What follows belongs to an exercise in optimizing a design on an open flow for small area; a production flow would make more cautious choices. Only simulation tests tie the RTL to the original design; equivalence was not proved. Power is estimated from default activity; no workload was simulated.

==> flow/config.mk <==
export PLATFORM = sky130hd
export DESIGN_NAME = iwm
export DESIGN_NICKNAME = iwm
export VERILOG_FILES = /design/flow/design.v
export SDC_FILE = /design/flow/constraint.sdc
export NUM_CORES = 4
export LEC_CHECK = 0
export CAP_MARGIN = 20
export CORE_MARGIN = 2
export CORE_UTILIZATION = 40
export SLEW_MARGIN = 20
==> flow/constraint.sdc <==
create_clock -name core_clock -period 10.0 [get_ports {clk}]
set_input_delay 2.0000 -clock core_clock [delete_from_list [all_inputs] [get_ports {clk}]]
set_output_delay 2.0000 -clock core_clock [all_outputs]
set_load 0.01 [all_outputs]
==> flow/design.v <==
/*verilator lint_off UNUSED*/
/*verilator lint_off UNDRIVEN*/
/*verilator lint_off CASEINCOMPLETE*/
module floppy_track_encoder (
   input 			clk,  
   input				ready,
   input 			rst,
   input 			side,
   input 			sides,
   input [6:0] 	track,  
	output reg [21:0] 	addr,    
   input [7:0] 	idata,
   output [7:0] 	odata 
);
always @(posedge clk) begin
	addr <= 
		{ 3'b00, soff, 9'd0 } +                  
		(sides?{ 3'b00, soff, 9'd0 }:22'd0) +    
		(side?{ 9'd0, spt, 9'd0 }:22'd0) +       
		{ 9'd0, sector, src_offset };            
end
   wire [3:0] spt =
	      (track[6:4] == 3'd0)?4'd12:  
	      (track[6:4] == 3'd1)?4'd11:  
	      (track[6:4] == 3'd2)?4'd10:  
	      (track[6:4] == 3'd3)?4'd9:   
	      4'd8;                        
   wire [9:0] track_times_12 =        
	      { track, 3'b000 } +          
	      { 1'b0, track, 2'b00 };      
   wire [9:0] track_times_11 =        
	      { track, 3'b000 } +          
	      { 2'b00, track, 1'b0 } +     
	      { 3'b000, track };           
   wire [9:0] track_times_10 =        
	      { track, 3'b000 } +          
	      { 2'b00, track, 1'b0 };      
   wire [9:0] track_times_9 =         
	      { track, 3'b000 } +          
	      { 3'b000, track };           
   wire [9:0] track_times_8 =         
	      { track, 3'b000 };           
   wire [6:0] trackm1 = track - 7'd1;
   wire [9:0] soff =
      (track == 0)?10'd0:                                                  
      (trackm1[6:4] == 3'd0)?track_times_12:                               
      (trackm1[6:4] == 3'd1)?(track_times_11 + 10'd16):                    
      (trackm1[6:4] == 3'd2)?(track_times_10 + 10'd32 + 10'd16):           
      (trackm1[6:4] == 3'd3)?(track_times_9 + 10'd48 + 10'd32 + 10'd16):   
      (track_times_8 + 10'd64 + 10'd48 + 10'd32 + 10'd16);                 
   wire [5:0] sec_in_tr = {2'b00, sector};
   wire [5:0] track_low = track[5:0];
   wire [5:0] track_hi = { side, 4'b0000, track[6] };
   wire [5:0] format = { sides, 5'h2 };           
   wire [5:0] checksum = track_low ^ sec_in_tr ^ track_hi ^ format;
   wire [5:0] sony_addr_in =
	      (count == 3)?track_low:
	      (count == 4)?sec_in_tr:
	      (count == 5)?track_hi:
	      (count == 6)?format:
	      checksum;
   wire [5:0] sony_dhdr_in = sec_in_tr;
   wire [5:0] sony_dsum_in =
	      (count == 0)?{ c3[7:6], c2[7:6], c1[7:6] }:
	      (count == 1)?c3[5:0]:
	      (count == 2)?c2[5:0]:
	      c1[5:0];
   wire [5:0] si = 
	      (state == STATE_ADDR)?sony_addr_in:
	      (state == STATE_DHDR)?sony_dhdr_in:
	      (state == STATE_DZRO)?nib_out:
	      (state == STATE_DPRE)?nib_out:
	      (state == STATE_DATA)?nib_out:
	      (state == STATE_DSUM)?sony_dsum_in:
	      6'h3f;
   wire [7:0] sony_to_disk_byte =
	      (si==6'h00)?8'h96:(si==6'h01)?8'h97:(si==6'h02)?8'h9a:(si==6'h03)?8'h9b:  
	      (si==6'h04)?8'h9d:(si==6'h05)?8'h9e:(si==6'h06)?8'h9f:(si==6'h07)?8'ha6:
	      (si==6'h08)?8'ha7:(si==6'h09)?8'hab:(si==6'h0a)?8'hac:(si==6'h0b)?8'had:
	      (si==6'h0c)?8'hae:(si==6'h0d)?8'haf:(si==6'h0e)?8'hb2:(si==6'h0f)?8'hb3:
	      (si==6'h10)?8'hb4:(si==6'h11)?8'hb5:(si==6'h12)?8'hb6:(si==6'h13)?8'hb7:  
	      (si==6'h14)?8'hb9:(si==6'h15)?8'hba:(si==6'h16)?8'hbb:(si==6'h17)?8'hbc:
	      (si==6'h18)?8'hbd:(si==6'h19)?8'hbe:(si==6'h1a)?8'hbf:(si==6'h1b)?8'hcb:
	      (si==6'h1c)?8'hcd:(si==6'h1d)?8'hce:(si==6'h1e)?8'hcf:(si==6'h1f)?8'hd3:
	      (si==6'h20)?8'hd6:(si==6'h21)?8'hd7:(si==6'h22)?8'hd9:(si==6'h23)?8'hda:  
	      (si==6'h24)?8'hdb:(si==6'h25)?8'hdc:(si==6'h26)?8'hdd:(si==6'h27)?8'hde:
	      (si==6'h28)?8'hdf:(si==6'h29)?8'he5:(si==6'h2a)?8'he6:(si==6'h2b)?8'he7:
	      (si==6'h2c)?8'he9:(si==6'h2d)?8'hea:(si==6'h2e)?8'heb:(si==6'h2f)?8'hec:
	      (si==6'h30)?8'hed:(si==6'h31)?8'hee:(si==6'h32)?8'hef:(si==6'h33)?8'hf2:  
	      (si==6'h34)?8'hf3:(si==6'h35)?8'hf4:(si==6'h36)?8'hf5:(si==6'h37)?8'hf6:
	      (si==6'h38)?8'hf7:(si==6'h39)?8'hf9:(si==6'h3a)?8'hfa:(si==6'h3b)?8'hfb:
	      (si==6'h3c)?8'hfc:(si==6'h3d)?8'hfd:(si==6'h3e)?8'hfe:            8'hff;
   localparam STATE_SYN0 = 4'd0;       
   localparam STATE_ADDR = 4'd1;       
   localparam STATE_SYN1 = 4'd2;       
   localparam STATE_DHDR = 4'd3;       
   localparam STATE_DZRO = 4'd4;       
   localparam STATE_DPRE = 4'd5;       
   localparam STATE_DATA = 4'd6;       
   localparam STATE_DSUM = 4'd7;       
   localparam STATE_DTRL = 4'd8;       
   localparam STATE_WAIT = 4'd15;      
   wire [7:0] odata_addr =
	      (count == 0)?8'hd5:
	      (count == 1)?8'haa:
	      (count == 2)?8'h96:
	      (count == 8)?8'hde:
	      (count == 9)?8'haa:
	      sony_to_disk_byte;
   wire [7:0] odata_dhdr =
	      (count == 0)?8'hd5:
	      (count == 1)?8'haa:
	      (count == 2)?8'had:
	      sony_to_disk_byte;
   wire [7:0] odata_dtrl =
	      (count == 0)?8'hde:
	      (count == 1)?8'haa:
	      8'hff;
   assign odata = (state == STATE_ADDR)?odata_addr:
		  (state == STATE_DHDR)?odata_dhdr:
		  (state == STATE_DZRO)?sony_to_disk_byte:
		  (state == STATE_DPRE)?sony_to_disk_byte:
		  (state == STATE_DATA)?sony_to_disk_byte:
		  (state == STATE_DSUM)?sony_to_disk_byte:
		  (state == STATE_DTRL)?odata_dtrl:
		  8'hff;
   reg [7:0]  c1;
   reg [7:0]  c2;
   reg 	      c2x;
   reg [7:0]  c3;
   reg 	      c3x;
   wire       nibbler_reset = (state == STATE_DHDR);
   reg [1:0]  cnt;
   reg [7:0] nib_xor_0;
   reg [7:0] nib_xor_1;
   reg [7:0] nib_xor_2;
   wire strobe = ((state == STATE_DPRE) || 
		    ((state == STATE_DATA) && (count < 683-4-1))) 
					&& (cnt != 3);
reg [7:0] data_latch;
always @(posedge clk) if(ready && strobe) data_latch <= idata;
always @(posedge clk) begin
   if(nibbler_reset) begin
		c1 <= 8'h00;
		c2 <= 8'h00;
		c2x <= 1'b0;
		c3 <= 8'h00;
		c3x <= 1'b0;
		cnt <= 2'd0;
		nib_xor_0 <= 8'h00;
		nib_xor_1 <= 8'h00;
		nib_xor_2 <= 8'h00;
   end else if(ready && ((state == STATE_DPRE) || (state == STATE_DATA))) begin
		cnt <= cnt + 2'd1;
		if(count < 683-4) begin
			if(cnt == 1) begin
				c1 <= { c1[6:0], c1[7] };
				{ c3x, c3 } <= { 1'b0, c3 } + { 1'b0, nib_in } + { 8'd0, c1[7] };
				nib_xor_0 <= nib_in ^ { c1[6:0], c1[7] };
			end
			if(cnt == 2) begin
				{ c2x, c2 } <= { 1'b0, c2 } + { 1'b0, nib_in } + { 8'd0, c3x };
				c3x <= 1'b0;
				nib_xor_1 <= nib_in ^ c3;
			end
			if(cnt == 3) begin
				c1 <= c1 + nib_in + { 7'd0, c2x };
				c2x <= 1'b0;
				nib_xor_2 <= nib_in ^ c2;
			end
		end else begin
			if(cnt == 3)
				nib_xor_2 <= 8'h00;
		end
	end
end
wire [7:0] nib_in = 
			(state == STATE_DZRO)?8'h00:
			data_latch;
wire [5:0] nib_out =
			(cnt == 1)?nib_xor_0[5:0]:
	      (cnt == 2)?nib_xor_1[5:0]:
	      (cnt == 3)?nib_xor_2[5:0]:
	      { nib_xor_0[7:6], nib_xor_1[7:6], nib_xor_2[7:6] };
reg [3:0]  state; 
reg [9:0]  count;
reg [3:0]  sector;
reg [8:0] src_offset;
always @(posedge clk or posedge rst) begin
	if(rst) begin
		count <= 10'd0;
		state <= STATE_SYN0;
		sector <= 4'd0;
	   src_offset <= 9'd0;
	end else if(ready) begin
		count <= count + 10'd1;
	   if(strobe)
			src_offset <= src_offset + 9'd1;
		case(state)
			STATE_SYN0: begin
				if(count == 55) begin
					state <= STATE_ADDR;
					count <= 10'd0;
				end
			end
			STATE_ADDR: begin
				if(count == 9) begin
					state <= STATE_SYN1;
					count <= 10'd0;
				end
			end
			STATE_SYN1: begin
				if(count == 4) begin
					state <= STATE_DHDR;
					count <= 10'd0;
				end
			end
			STATE_DHDR: begin
				if(count == 3) begin
					state <= STATE_DZRO;
					count <= 10'd0;
				end
			end
			STATE_DZRO: begin
				if(count == 11) begin
					state <= STATE_DPRE;
					count <= 10'd0;
				end
			end
			STATE_DPRE: begin
				if(count == 3) begin
					state <= STATE_DATA;
					count <= 10'd0;
				end
			end
			STATE_DATA: begin
				if(count == 682) begin
					state <= STATE_DSUM;
					count <= 10'd0;
				end
			end
			STATE_DSUM: begin
				if(count == 3) begin
					state <= STATE_DTRL;
					count <= 10'd0;
				end
			end
			STATE_DTRL: begin
				if(count == 2) begin
					state <= STATE_WAIT;
					count <= 10'd0;
				end
			end
			STATE_WAIT: begin
				begin
					count <= 10'd0;
					state <= STATE_SYN0;
				   src_offset <= 9'd0;
					if((sector == spt-4'd2) || 
						(sector == spt-4'd1))   sector <= { 3'd0, !sector[0] }; 
					else						      sector <= sector + 4'd2;
				end
			end
		endcase
   end 
end
endmodule
module floppy
(
	input clk,
	input cep,
	input cen,
	input _reset,
	input ca0,				 
	input ca1,				 
	input ca2,				 
	input SEL, 				 
	input lstrb,			 
	input _enable, 			
	input [7:0] writeData,		
	output [7:0] readData,
	input advanceDriveHead,   
	output reg newByteReady,
	input insertDisk,
	input diskSides,
	output diskEject,
	output motor,
	output act,
	output [21:0] dskReadAddr,
	input dskReadAck,
	input [7:0] dskReadData
);
	assign motor = ~driveRegs[4   ];
	assign act = lstrbEdge;
	reg [15:0] driveRegs;
	reg [6:0] driveTrack;
	reg driveSide;
	reg [7:0] diskDataIn;  
	wire [15:0] driveRegsAsRead = {
		1'b0,  
		1'b0,  
		1'b0,  
		1'b1,  
		1'b0,  
		1'b0,  
		1'b0,  
		1'b0,  
		driveRegs[7   ],  
		1'b0,  
		~(driveTrack == 7'h00),  
		driveRegs[4   ],  
		1'b0,  
		1'b1,  
		driveRegs[1   ],  
		driveRegs[0   ]  
	};
	reg dskReadAckD;
	always @(posedge clk) if(cen) dskReadAckD <= dskReadAck;
	reg [7:0] dskReadDataLatch;
	always @(posedge clk) if(cep && dskReadAckD) dskReadDataLatch <= dskReadData;
	wire [7:0] dskReadDataEnc;
	reg old_newByteReady;
	always @(posedge clk) old_newByteReady <= newByteReady;
	floppy_track_encoder enc
	(
		.clk		( clk ),
		.ready	( ~old_newByteReady & newByteReady ),
		.rst     ( !_reset ),
		.side    ( driveSide ),
		.sides   ( doubleSidedDisk ),
		.track   ( driveTrack ),
		.addr    ( dskReadAddr ),
		.idata   ( dskReadDataLatch ),
		.odata   ( dskReadDataEnc )
	);
	wire doubleSidedDisk = diskSides;
	wire [3:0] driveReadAddr = {ca2,ca1,ca0,SEL};
	reg [6:0] diskDataByteTimer; 
	reg [7:0] diskImageData;	
	reg readyToAdvanceHead;
	always @(posedge clk or negedge _reset) begin
		if (_reset == 0) begin		
			driveSide <= 0;
			diskImageData <= 8'h00;
			diskDataIn <= 8'hFF;
			diskDataByteTimer <= 0;
			readyToAdvanceHead <= 1;
			newByteReady <= 1'b0;
		end 
		else begin			
			if(cep) begin
			if (diskDataByteTimer == 0 && readyToAdvanceHead && diskImageData != 0) begin
				diskDataIn <= diskImageData;
				newByteReady <= 1;
				diskDataByteTimer <= 1;   
				diskImageData <= 0;
				readyToAdvanceHead <= 1'b1;  
			end
			else begin
				diskDataByteTimer <= diskDataByteTimer + 1'b1;
				newByteReady <= 1'b0;
				if (dskReadAck) begin
					diskImageData <= dskReadDataEnc;   
 				end
				if (advanceDriveHead) begin
					readyToAdvanceHead <= 1'b1;
				end
			end
			if (driveReadAddr == 8    && lstrb == 1'b0)
				driveSide <= 0;
			if (driveReadAddr == 9    && lstrb == 1'b0)
				driveSide <= 1;	
		end
	end
	end
	reg lstrbPrev;
	always @(posedge clk) if(cep) lstrbPrev <= lstrb;
	wire lstrbEdge = lstrb == 1'b0 && lstrbPrev == 1'b1;
	assign readData = _enable ? 8'hFF :
	                  (driveReadAddr == 8    || driveReadAddr == 9   ) ? diskDataIn :
	                  { driveRegsAsRead[driveReadAddr], 7'h00 };
	wire [2:0] driveWriteAddr = {ca1,ca0,SEL};
	always @(posedge clk or negedge _reset) begin
		if (_reset == 1'b0) begin		
			driveRegs[0   ] <= 1'b0;
		end 
		else if(cep && _enable == 1'b0 && lstrbEdge == 1'b1 && driveWriteAddr == 0   ) begin
			driveRegs[0   ] <= ca2;
		end
	end
	reg [23:0] ejectIndicatorTimer;
	assign diskEject = (ejectIndicatorTimer != 0);
	always @(posedge clk or negedge _reset) begin
		if (_reset == 1'b0) begin		
			driveRegs[1   ] <= 1'b1;
			ejectIndicatorTimer <= 24'd0;
		end 
		else if(cep) begin
			if (_enable == 1'b0 && lstrbEdge == 1'b1 && driveWriteAddr == 6    && ca2 == 1'b1) begin
				driveRegs[1   ] <= 1'b1;
				ejectIndicatorTimer <= 24'hFFFFFF;
			end
			else if (insertDisk) begin
				driveRegs[1   ] <= 1'b0;
			end
			else begin
				if (ejectIndicatorTimer != 0)
					ejectIndicatorTimer <= ejectIndicatorTimer - 1'b1;
			end
		end
	end									
	always @(posedge clk or negedge _reset) begin
		if (_reset == 1'b0) begin	
			driveTrack <= 0; 
		end 
		else if(cep && _enable == 1'b0 && lstrbEdge == 1'b1 && driveWriteAddr == 2    && ca2 == 1'b0) begin
			if (driveRegs[0   ] == 1'b0 && driveTrack != 7'h4F) begin
				driveTrack <= driveTrack + 1'b1;
			end
			if (driveRegs[0   ] == 1'b1 && driveTrack != 0) begin
				driveTrack <= driveTrack - 1'b1;
			end
		end
	end
	always @(posedge clk or negedge _reset) begin
		if (_reset == 1'b0) begin		
			driveRegs[4   ] <= 1'b1;
		end 
		else if (cep && _enable == 1'b0 && lstrbEdge == 1'b1 && driveWriteAddr == 4   ) begin
			driveRegs[4   ] <= ca2;
		end
	end
	reg [13:0] driveTachTimer; 
	reg [13:0] driveTachPeriod;
	always @(*) begin
		case (driveTrack[6:4])
			0:  
				driveTachPeriod <= 9996;
			1:  
				driveTachPeriod <= 9122;
			2:  
				driveTachPeriod <= 8292;
			3:  
				driveTachPeriod <= 7463;
			default:  
				driveTachPeriod <= 6634;	
		endcase
	end
	always @(posedge clk or negedge _reset) begin
		if (_reset == 1'b0) begin		
			driveRegs[7   ] <= 1'b0;
			driveTachTimer <= 0;
		end 
		else if(cep) begin
			if (driveTachTimer == driveTachPeriod) begin
				driveTachTimer <= 0;
				driveRegs[7   ] <= ~driveRegs[7   ];
			end
			else begin
				driveTachTimer <= driveTachTimer + 1'b1;
			end
		end
	end	
endmodule
module iwm
(
	input clk,
	input cep,
	input cen,
	input _reset,
	input selectIWM,
	input _cpuRW,
	input _cpuLDS,	
	input [15:0] dataIn,
	input [3:0] cpuAddrRegHi,
	input SEL,  
	input driveSel,  
	output [15:0] dataOut,
	input [1:0] insertDisk,
	output [1:0] diskEject,
	input [1:0] diskSides,
	output [1:0] diskMotor,
	output [1:0] diskAct,
	output [21:0] dskReadAddrInt,
	input dskReadAckInt,
	output [21:0] dskReadAddrExt,
	input dskReadAckExt,
	input [7:0] dskReadData
);
	wire [7:0] dataInLo = dataIn[7:0];
	reg [7:0] dataOutLo;
	assign dataOut = { 8'hBE, dataOutLo };
	reg ca0, ca1, ca2, lstrb, selectExternalDrive, q6, q7;
	reg ca0Next, ca1Next, ca2Next, lstrbNext, selectExternalDriveNext, q6Next, q7Next;
	wire advanceDriveHead;  
	reg [7:0] writeData;
	reg [7:0] readDataLatch;
	wire _iwmBusy, _writeUnderrun;
	assign _iwmBusy = 1'b1;  
	assign _writeUnderrun = 1'b1;
	reg diskEnableExt, diskEnableInt;
	reg diskEnableExtNext, diskEnableIntNext;
	wire newByteReadyInt;
	wire [7:0] readDataInt;
	wire senseInt = readDataInt[7];  
	wire newByteReadyExt;
	wire [7:0] readDataExt;
	wire senseExt = readDataExt[7];  
	floppy floppyInt
	(
		.clk(clk),
		.cep(cep),
		.cen(cen),
		._reset(_reset),
		.ca0(ca0),
		.ca1(ca1),
		.ca2(ca2),
		.SEL(SEL),
		.lstrb(lstrb),
		._enable(~(diskEnableInt & driveSel)),
		.writeData(writeData),
		.readData(readDataInt),
		.advanceDriveHead(advanceDriveHead),
		.newByteReady(newByteReadyInt),
		.insertDisk(insertDisk[0]),
		.diskSides(diskSides[0]),
		.diskEject(diskEject[0]),	
		.motor(diskMotor[0]),
		.act(diskAct[0]),
		.dskReadAddr(dskReadAddrInt),
		.dskReadAck(dskReadAckInt),
		.dskReadData(dskReadData)
	);
	floppy floppyExt
	(
		.clk(clk),
		.cep(cep),
		.cen(cen),
		._reset(_reset),
		.ca0(ca0),
		.ca1(ca1),
		.ca2(ca2),
		.SEL(SEL),
		.lstrb(lstrb),
		._enable(~diskEnableExt),
		.writeData(writeData),
		.readData(readDataExt),
		.advanceDriveHead(advanceDriveHead),
		.newByteReady(newByteReadyExt),
		.insertDisk(insertDisk[1]),
		.diskSides(diskSides[1]),
		.diskEject(diskEject[1]),
		.motor(diskMotor[1]),
		.act(diskAct[1]),
		.dskReadAddr(dskReadAddrExt),
		.dskReadAck(dskReadAckExt),
		.dskReadData(dskReadData)
	);
	wire [7:0] readData = selectExternalDrive ? readDataExt : readDataInt;
	wire newByteReady = selectExternalDrive ? newByteReadyExt : newByteReadyInt;
	reg [4:0] iwmMode;
	always @(*) begin
		ca0Next <= ca0;
		ca1Next <= ca1;
		ca2Next <= ca2;
		lstrbNext <= lstrb;
		diskEnableExtNext <= diskEnableExt;
		diskEnableIntNext <= diskEnableInt;
		selectExternalDriveNext <= selectExternalDrive;
		q6Next <= q6;
		q7Next <= q7;
		if (selectIWM == 1'b1 && _cpuLDS == 1'b0) begin
			case (cpuAddrRegHi[3:1])
				3'h0:  
					ca0Next <= cpuAddrRegHi[0];
				3'h1:  
					ca1Next <= cpuAddrRegHi[0];
				3'h2:  
					ca2Next <= cpuAddrRegHi[0];
				3'h3:  
					lstrbNext <= cpuAddrRegHi[0];
				3'h4:  
					if (selectExternalDrive)
						diskEnableExtNext <= cpuAddrRegHi[0];
					else
						diskEnableIntNext <= cpuAddrRegHi[0];
				3'h5:  
					selectExternalDriveNext <= cpuAddrRegHi[0];
				3'h6:  
					q6Next <= cpuAddrRegHi[0];
				3'h7:  
					q7Next <= cpuAddrRegHi[0];
			endcase
		end
	end
	always @(posedge clk or negedge _reset) begin
		if (_reset == 1'b0) begin
			ca0 <= 0;
			ca1 <= 0;
			ca2 <= 0;
			lstrb <= 0;
			diskEnableExt <= 0;
			diskEnableInt <= 0;
			selectExternalDrive <= 0;
			q6 <= 0;
			q7 <= 0;
		end
		else begin
			ca0 <= ca0Next;
			ca1 <= ca1Next;
			ca2 <= ca2Next;
			lstrb <= lstrbNext;
			diskEnableExt <= diskEnableExtNext;
			diskEnableInt <= diskEnableIntNext;
			selectExternalDrive <= selectExternalDriveNext;
			q6 <= q6Next;
			q7 <= q7Next;
		end
	end
	always @(*) begin
		dataOutLo = 8'hEF;
		case ({q7Next,q6Next}) 
			2'b00:  
				dataOutLo <= readDataLatch;
			2'b01:  
				dataOutLo <= { (selectExternalDriveNext ? senseExt : senseInt), 1'b0, diskEnableExt & diskEnableInt, iwmMode }; 
			2'b10:  
				dataOutLo <= { _iwmBusy, _writeUnderrun, 6'b000000 };
			2'b11:  
				dataOutLo <= 0;
		endcase
	end
	always @(posedge clk or negedge _reset) begin
		if (_reset == 1'b0) begin		
			iwmMode <= 0;
			writeData <= 0;
		end
		else if(cen) begin
			if (_cpuRW == 0 && selectIWM == 1'b1 && _cpuLDS == 1'b0) begin
				case ({q7Next,q6Next})
					2'b11: begin
						if (diskEnableExt | diskEnableInt)
							writeData <= dataInLo;
						else
							iwmMode <= dataInLo[4:0];
					end
				endcase
			end
		end
	end
	wire iwmRead = (_cpuRW == 1'b1 && selectIWM == 1'b1 && _cpuLDS == 1'b0);
	reg [3:0] readLatchClearTimer; 
	always @(posedge clk or negedge _reset) begin
		if (_reset == 1'b0) begin	
			readDataLatch <= 0;
			readLatchClearTimer <= 0;
		end 
		else if(cen) begin
			if (readLatchClearTimer != 0) begin
				readLatchClearTimer <= readLatchClearTimer - 1'b1;
			end
			if (iwmRead && readDataLatch[7]) begin
				readLatchClearTimer <= 4'hD;  
			end
			if (newByteReady) begin
				readDataLatch <= readData;
			end
			else if (readLatchClearTimer == 1'b1) begin
				readDataLatch <= 0;
			end
		end
	end
	assign advanceDriveHead = readLatchClearTimer == 1'b1;  
endmodule
==> flow/run.sh <==
#!/bin/bash
# synth_recipe.tcl (not shown) runs the flow's synth.tcl, then flattens the netlist and writes it again
# the make line also repeats each setting of config.mk as NAME=value (left out here)
make -C /OpenROAD-flow-scripts/flow DESIGN_CONFIG=/design/flow/config.mk WORK_HOME=/design/flow/orfs CLKGATE_MAP_FILE= SYNTH_SCRIPT=/design/flow/synth_recipe.tcl finish
==> flow_summary_export.csv <==
group,metric,value,unit
critical_path,arrival,5.09,ns
drt,drc,0,
yosys,yosys.area_share.simple,19.53,%
yosys,ys_ff_latch,410,
critical_path,cpMaxStageDelayCell,"mux2i_1",
floorplan,die_area,72930,um^2
final_layout,diodes,0,
timing,rsz0062_at_grt,"no",
floorplan,row_count,97,
cts,clock_path_buffers,3,
critical_path,path_class,"in2out",
cts,hold_buffers,0,
pwr,power.total,5.676,mW
timing,finalSetupViolCount,0,
yosys,synthXorXnorAreaFrac,7.393,%
cts,insertion_delay,0.62,ns
drt,first_pass_iters,5,
floorplan,initial_utilization,40.43,%
timing,tightest_slew,1.065,ns
final_layout,fin_nets,3553,
floorplan,ioPinCount,109,
floorplan,die_h,270.1,um
final_layout,syn_to_final_growth,11.71,%
grt,gr-total-overflow,0,
final_layout,drive_gt1_share,7.162,%
critical_path,critPathMaxFanout,9,
cts,root_buffer,"clkbuf_16",
final_layout,final_common_cell,"nand2_1",
timing,drv_slew,0,
yosys,ys.flop_type,"dfrtp_1",
yosys,synth_warnings,3,
pwr,powerDensity,179.5,nW/um^2
final_layout,final_cell_area,31630,um^2
floorplan,core-area,70030,um^2
cts,cts-resized-gates,0,
yosys,synthArstFlopShare,55.37,%
yosys,syn_avg_cell_area,8.578,um^2
critical_path,cp_cell_sequence,"clkdlybuf4s50_1, nor2b_1, nand2_1, nor3b_1, mux2i_1, inv_1, and3_1, a21oi_1, nor2_1, clkdlybuf4s50_1",
yosys,synth.mux.area_fraction,3.924,%
timing,final.period_utilization,70.88,%
grt,use_met1,27.57,%
timing,finClkSkew,0.02669,ns
final_layout,utilization,45.17,%
final_layout,final_cell_mix,"418 x nand2_1, 253 x nor2_1, 233 x a21oi_1",
cts,cts_setup_buffers,0,
critical_path,crit_required,8.00,ns
place,dp_slack,2.937,ns
place,gp_congestion,0.9286,
timing,setup-tns-final,0,ns
place,io_buffer_count,87,
cts,clk_pin_slew_worst_paths,0.06,ns
grt,grtUsageMet2,33.25,%
critical_path,critical-path-max-stage-delay,0.80,ns
cts,numCtsBuffers,51,
cts,numClockSinks,410,
yosys,ys_seq_area_share,34.33,%
grt,grt_use_total,20.04,%
place,placed_cell_area,29820,um^2
drt,routed_wirelength,74300,um
grt,grt_pass1_vias,22320,
critical_path,crit_family,"buffers and inverters",
pwr,irDropWorstVdd,0.0001348,V
grt,grt_max_degree,111,
yosys,synth-compound-area-share,19.29,%
final_layout,layout.cells.non_filler,4277,
hold_path,hp-class,"reg2reg",
timing,hold-worst-slack,0.4013,ns
critical_path,path_buf_inv,3,
critical_path,crit_path_frequent_cell,"clkdlybuf4s50_1",
drt,dr_total_vias,23420,
yosys,synth_top_family_by_area,"simple AND/OR/NAND/NOR gates",
timing,max_slew_margin,29.01,%
pwr,leakage,13.41,nW
yosys,synth_area_leader_cell,"dfrtp_1",
grt,grtUsageMet3,2.454,%
place,dpl.hpwl,53900,um
timing,hold_violations,0,
grt,grt_busiest_layer,"met2",
drt,drt_iter0_drc,1839,
cts,h-tree-depth,2,
cts,cts_tree,"built",
yosys,synthTopCellsByArea,"dfrtp_1 18%, dfxtp_1 10%, ha_1 7.9%",
critical_path,end_kind,"output pin",
place,dp.cells,4182,
timing,fin_crit,7.088,ns
yosys,synth_area,28310,um^2
floorplan,fp.dieW,270.1,um
run,drv_cap,0,
drt,wl_per_cell,17.37,um
timing,fin_ws,2.912,ns
drt,antenna_left,0,
outcome,status,"timing/DRC/antenna clean",
critical_path,start_kind,"input port",
critical_path,r2r_slack,3.20,ns
drt,avgViaCountPerCell,5.475,
grt,antenna_found_initial,0,
yosys,synth_enable_flop_cells,35,
timing,fmax,141.1,MHz
grt,grt_pass1_wl,121100,um
yosys,synthAdderAreaFrac,10.56,%
yosys,postSynthCellCount,3301,
yosys,yosysTopAreaCellShare,18.29,%
yosys,ys_types,103,
cell usage after synthesis, types with 57 or more instances:
cell type / n
a21o_1: 65
a21oi_1: 233
clkbuf_1: 142
dfrtp_1: 207
dfxtp_1: 148
ha_1: 179
inv_1: 154
mux2i_1: 57
nand2_1: 418
nand3_1: 85
nor2_1: 253
nor3_1: 58
o21ai_0: 174
xnor2_1: 149
xor2_1: 90
cell type report:
cell class / count / area [um^2]
clock buffers: 65 / 1420
clock inverters: 30 / 384.1
fillers: 6901 / 38400
inverters: 156 / 585.6
multi-input cells: 2565 / 17290
flip-flops and latches: 410 / 9719
well taps: 940 / 1176
repair buffers: 111 / 1051
final timing paths:
path / start / endpoint / cells past startpoint
setup / recovery: selectIWM / dataOut[5] / 10
hold / removal: floppyExt.enc.src_offset[8] / floppyExt.enc.addr[8] / 0
setup reg to reg: floppyExt.driveTrack[4] / floppyExt.enc.addr[20] / 23
hold reg to reg: floppyExt.enc.src_offset[8] / floppyExt.enc.addr[8] / 0
max in group asynchronous: _reset / floppyExt.enc.count[9] / 2
min in group asynchronous: _reset / floppyInt.ejectIndicatorTimer[10] / 1
worst reg2reg max path, cell delays in order (launching register included):
cell and delay [ns]:
dfrtp_1 0.63, inv_1 0.37, ha_1 0.57, nand2_1 0.19, o32ai_1 0.73, nand2_1 0.45
mux2i_1 0.21, o21ai_0 0.23, a21oi_1 0.12, o31a_1 0.33, nand2b_1 0.17, fa_1 0.49
inv_1 0.05, fa_1 0.45, ha_1 0.34, a21oi_1 0.13, o21ai_0 0.10, and2_1 0.18
o21ai_0 0.15, nand2b_1 0.11, a21o_1 0.18, a21o_1 0.19, a21o_1 0.18, a21o_1 0.16
cells by family after synthesis:
logic type | count (synthesis)
flops | 410
mux | 104
buf+inv | 344
fa+ha+maj | 218
other cells | 2
compound gates | 843
xor+xnor | 239
simple gates | 1141
where the power goes:
group	switching [mW]	internal (mW)	leakage [nW]
logic	0.854	0.622	8.13
registers	0.284	1.96	4.39
clock network	0.784	1.17	0.890
total	1.92	3.75	13.4
sequential cells by signal, summed over array words and instances, names as in the netlist, 9 cells and up:
name	flops
floppyExt.enc.addr	21
floppyExt.enc.count	10
floppyInt.enc.count	10
floppyExt.ejectIndicatorTimer	24
floppyInt.enc.addr	21
floppyInt.enc.src_offset	9
floppyExt.enc.src_offset	9
floppyInt.driveTachTimer	14
floppyExt.driveTachTimer	14
floppyInt.ejectIndicatorTimer	24
per-layer routing:
metal / part of all wire [%] / up-vias
met3: 4.0 / 97
met2: 47 / 477
li1: - / 11660
met1: 47 / 11180
met4: 2.1 / 0
met5: 0 / -

what the ideal ports hide:
The results above use ideal ports. As a check the final layout listed here was re-extracted and re-timed, cells and wires unchanged.
Step 1 assumes that a clkbuf_16 drives the clock port and a buf_2 every other input.
Step 2, shift: input delay + t, output delay - t, t = (earliest + latest rising clock arrival at the registers) / 2. This alone moves slack from input paths to output paths.
Slacks: no drivers / after step 1 / after step 2; pairs: no drivers / after step 1.
t (ns): 0.674
slack for setup (ns): 2.912 / 2.887 / 2.887
worst slew at a driven data input, ns: 0.08
pins driven straight from the clock port: 1
After both steps this run still meets setup and hold. For this run, drivers alone change the setup slack by -0.025 ns; drivers and shift together by -0.025 ns.
